Source: an optimization exercise on an open RTL-to-GDS flow (aim: small area and a short achievable clock period). Production flows keep margins and buffers that such runs may drop. The RTL was checked by simulation tests, not by an equivalence proof against the original design. No activity file was given, so power comes from the tool's default toggle rates.

==> flow/design.v (excerpt) <==
module fadd_p2 (input wire [31:0] x1,
                input wire [31:0] x2,
                output reg [31:0] y,
                output reg        ovf,
                input wire        clk,
                input wire        rstn);
   wire        s1 = x1[31];
   wire        s2 = x2[31];
   wire [7:0]  e1 = x1[30:23];
   wire [7:0]  e2 = x2[30:23];
   wire [22:0] m1 = x1[22:0];
   wire [22:0] m2 = x2[22:0];
   wire        h1 = |e1;
   wire        h2 = |e2;
   wire [7:0]  e1a = {e1[7:1], e1[0] | ~h1};
   wire [7:0]  e2a = {e2[7:1], e2[0] | ~h2};
   wire        f1 = &e1;
   wire        f2 = &e2;
   wire        spec = f1 | f2;
   wire        nz1 = |m1;
   wire        nz2 = |m2;
   wire        pick1 = f1 & (~f2 | nz1);
   wire        sub = s1 ^ s2;
   wire        infnan = f1 & f2 & ~nz1 & ~nz2 & sub;
   wire        nzp = pick1 ? nz1 : nz2;
   reg  [31:0] cg0, ce0;
   reg  [15:0] cg1, ce1;
   reg  [7:0]  cg2, ce2;
   reg  [3:0]  cg3, ce3;
   reg  [1:0]  cg4, ce4;
   integer     k;
   always @* begin
      for (k = 0; k < 32; k = k + 1) begin
         cg0[k] = (k < 31) ? (x2[k] & ~x1[k]) : 1'b0;
         ce0[k] = (k < 31) ? ~(x2[k] ^ x1[k]) : 1'b1;
      end
      for (k = 0; k < 16; k = k + 1) begin
         cg1[k] = cg0[2*k+1] | (ce0[2*k+1] & cg0[2*k]);
         ce1[k] = ce0[2*k+1] & ce0[2*k];
      end
      for (k = 0; k < 8; k = k + 1) begin
         cg2[k] = cg1[2*k+1] | (ce1[2*k+1] & cg1[2*k]);
         ce2[k] = ce1[2*k+1] & ce1[2*k];
      end
      for (k = 0; k < 4; k = k + 1) begin
         cg3[k] = cg2[2*k+1] | (ce2[2*k+1] & cg2[2*k]);
         ce3[k] = ce2[2*k+1] & ce2[2*k];
      end
      for (k = 0; k < 2; k = k + 1) begin
         cg4[k] = cg3[2*k+1] | (ce3[2*k+1] & cg3[2*k]);
         ce4[k] = ce3[2*k+1] & ce3[2*k];
      end
  ...
==> flow/config.mk <==
export PLATFORM = sky130hd
export DESIGN_NAME = fadd_p2
export DESIGN_NICKNAME = fadd_p2
export VERILOG_FILES = /design/flow/design.v
export SDC_FILE = /design/flow/constraint.sdc
export NUM_CORES = 4
export LEC_CHECK = 0
export ABC_AREA = 1
export CAP_MARGIN = 20
export CORE_MARGIN = 2
export CORE_UTILIZATION = 45
export CTS_BUF_LIST = sky130_fd_sc_hd__clkbuf_8
export PLACE_DENSITY = 0.6
export SLEW_MARGIN = 20
==> flow/constraint.sdc <==
create_clock -name core_clock -period 15.0 [get_ports {clk}]
set_input_delay 3.0000 -clock core_clock [delete_from_list [all_inputs] [get_ports {clk}]]
set_output_delay 3.0000 -clock core_clock [all_outputs]
set_load 0.01 [all_outputs]
standard.sh (not shown) runs the stock make flow with config.mk's settings and CLKGATE_MAP_FILE= SYNTH_SCRIPT=/design/flow/synth_recipe.tcl, a recipe that flattens the netlist after the stock synthesis.
==> flow/flow/run.sh <==
#!/bin/bash
# Standard ORFS layout with small port buffers and a tighter setup target for repair_timing.
set -euo pipefail
export BUFFER_PORTS_ARGS="-buffer_cell sky130_fd_sc_hd__buf_1"
export SETUP_SLACK_MARGIN=8.0
bash standard.sh > standard.log 2>&1
The starting point completed without violations.
Then changed:
--- a/flow/flow/run.sh
+++ b/flow/flow/run.sh
@@ -5 +5 @@
-export SETUP_SLACK_MARGIN=8.0
+export SETUP_SLACK_MARGIN=8.5
- CORE_UTILIZATION: 45 -> 55
- PLACE_DENSITY: 0.6 -> 0.65
Outcome: The changed run finished clean. Sequential power stays flat. Design area rises slightly. Setup slack is better by 300 ps. Die area goes down by about a fifth. Critical path depth goes down by 9. Wire length drops slightly. Synthesized cell count does not change. Global-route usage came out higher by 3.9 points. Synthesized area stays the same. Clock skew barely changes.

========
fadd_p2 again, from the RTL that the note above started with.
export LEC_CHECK = 0
export ABC_AREA = 1
export CAP_MARGIN = 20
export CORE_MARGIN = 2
export CORE_UTILIZATION = 45
export CTS_BUF_LIST = sky130_fd_sc_hd__clkbuf_8
export PLACE_DENSITY = 0.6
export SLEW_MARGIN = 20
create_clock -name core_clock -period 15.0 [get_ports {clk}]
==> flow/flow/run.sh <==
#!/bin/bash
# Standard ORFS layout with small port buffers and a tighter setup target for repair_timing.
set -euo pipefail
export BUFFER_PORTS_ARGS="-buffer_cell sky130_fd_sc_hd__buf_1"
export SETUP_SLACK_MARGIN=8.3
bash standard.sh > standard.log 2>&1
The starting point completed with no timing, DRC or antenna violations.
Rerun with:
--- a/flow/flow/run.sh
+++ b/flow/flow/run.sh
@@ -3,4 +3,4 @@
 set -euo pipefail
 export BUFFER_PORTS_ARGS="-buffer_cell sky130_fd_sc_hd__buf_1"
-export SETUP_SLACK_MARGIN=8.3
+export SETUP_SLACK_MARGIN=8.5
 bash standard.sh > standard.log 2>&1
CORE_UTILIZATION = 65   (was 45)
PLACE_DENSITY = 0.8   (was 0.6)
The new run completed with no timing, DRC or antenna violations.
Area after synthesis stays the same.
Routed wire length goes down by 5.8%.
Power goes up by 0.31%.
Design area is about the same.
Worst setup slack improved by 160 ps.
Utilization goes up by 22 points.
Sequential share of layout area barely changes.
Fmax goes up by 2.6%.
Non-clock buffer count goes up by 4.
Via count goes up by 4.4%.
Count of clock-buffer cells in the layout goes down by 1.
Rerun with:
CORE_UTILIZATION = 35   (was 65)
PLACE_DENSITY = 0.5   (was 0.8)
Total power rises by 0.55%; synthesized cell count does not change; cell area rises by 2.5%; setup slack loses 8.9 ps.
Rerun with:
CORE_UTILIZATION = 55   (was 35)
PLACE_DENSITY = 0.7   (was 0.5)
Outcome: The changed run passed the timing, design-rule and antenna checks; final area shrinks by a few percent; core utilization rises by 22 points; die area falls by a quarter to a third.
Rerun with:
--- a/flow/flow/run.sh
+++ b/flow/flow/run.sh
@@ -3,4 +3,4 @@
 set -euo pipefail
 export BUFFER_PORTS_ARGS="-buffer_cell sky130_fd_sc_hd__buf_1"
-export SETUP_SLACK_MARGIN=8.5
+export SETUP_SLACK_MARGIN=8.7
 bash standard.sh > standard.log 2>&1
CORE_UTILIZATION = 45   (was 55)
PLACE_DENSITY = 0.6   (was 0.7)
The new run ran to the end with no violations.
Setup slack gets worse by 23 ps.
Final cell count climbs by 3.6%.
Design area went up by 3.4%.
Die area increases by 22%.
Clock power climbs by about 8%.
Total power rose by 2.8%.
Critical path depth is unchanged.
First-iteration DRC count goes down by 16%.
Sequential cell count stays the same.
Rerun with:
--- a/flow/flow/run.sh
+++ b/flow/flow/run.sh
@@ -3,4 +3,5 @@
 set -euo pipefail
 export BUFFER_PORTS_ARGS="-buffer_cell sky130_fd_sc_hd__buf_1"
-export SETUP_SLACK_MARGIN=8.7
+export SETUP_SLACK_MARGIN=8.5
+export RECOVER_POWER=100
 bash standard.sh > standard.log 2>&1
Outcome:
- The new run ran to the end with violations: max-capacitance violations, max-slew violations
- via count goes down slightly
- core utilization is lower by 1.8 points
- worst setup slack degrades by 2600 ps

==> separate check: timing with driven ports <==
The results above use ideal ports. As a check the final layouts listed here were re-extracted and re-timed, cells and wires unchanged. Step 1 assumes that a clkbuf_16 drives the clock port and a buf_2 every other input. Step 2 adds t to the input delays and takes it off the output delays; t is the mean of the earliest and latest rising clock arrival at the registers after step 1. Input paths then give back, and output paths get back, about the clock's delay inside the block. Three values: no drivers, after step 1, after step 2; two values: the first two.
run	t (ns)	setup WS [ns]	latest minus earliest clock arrival (ns)	cell pins on the clock port's net
the first run of note 1	0.412	8.480 / 8.496 / 8.084	0.023 / 0.022	1
the second run of note 1	0.437	8.778 / 8.752 / 8.356	0.024 / 0.024	1
the first run of note 2	0.413	8.612 / 8.628 / 8.214	0.023 / 0.023	1
the second run of note 2	0.428	8.772 / 8.790 / 8.361	0.019 / 0.019	1
the third run of note 2	0.429	8.763 / 8.783 / 8.353	0.016 / 0.017	1
the fourth run of note 2	0.428	8.831 / 8.846 / 8.418	0.026 / 0.027	1
the fifth run of note 2	0.413	8.808 / 8.822 / 8.409	0.022 / 0.021	1
the sixth run of note 2	0.414	6.242 / 6.256 / 5.841	0.024 / 0.025	1
The setup slack of the second run of note 1, which loses most, moves by -0.026 ns with the drivers and by -0.422 ns with both steps.
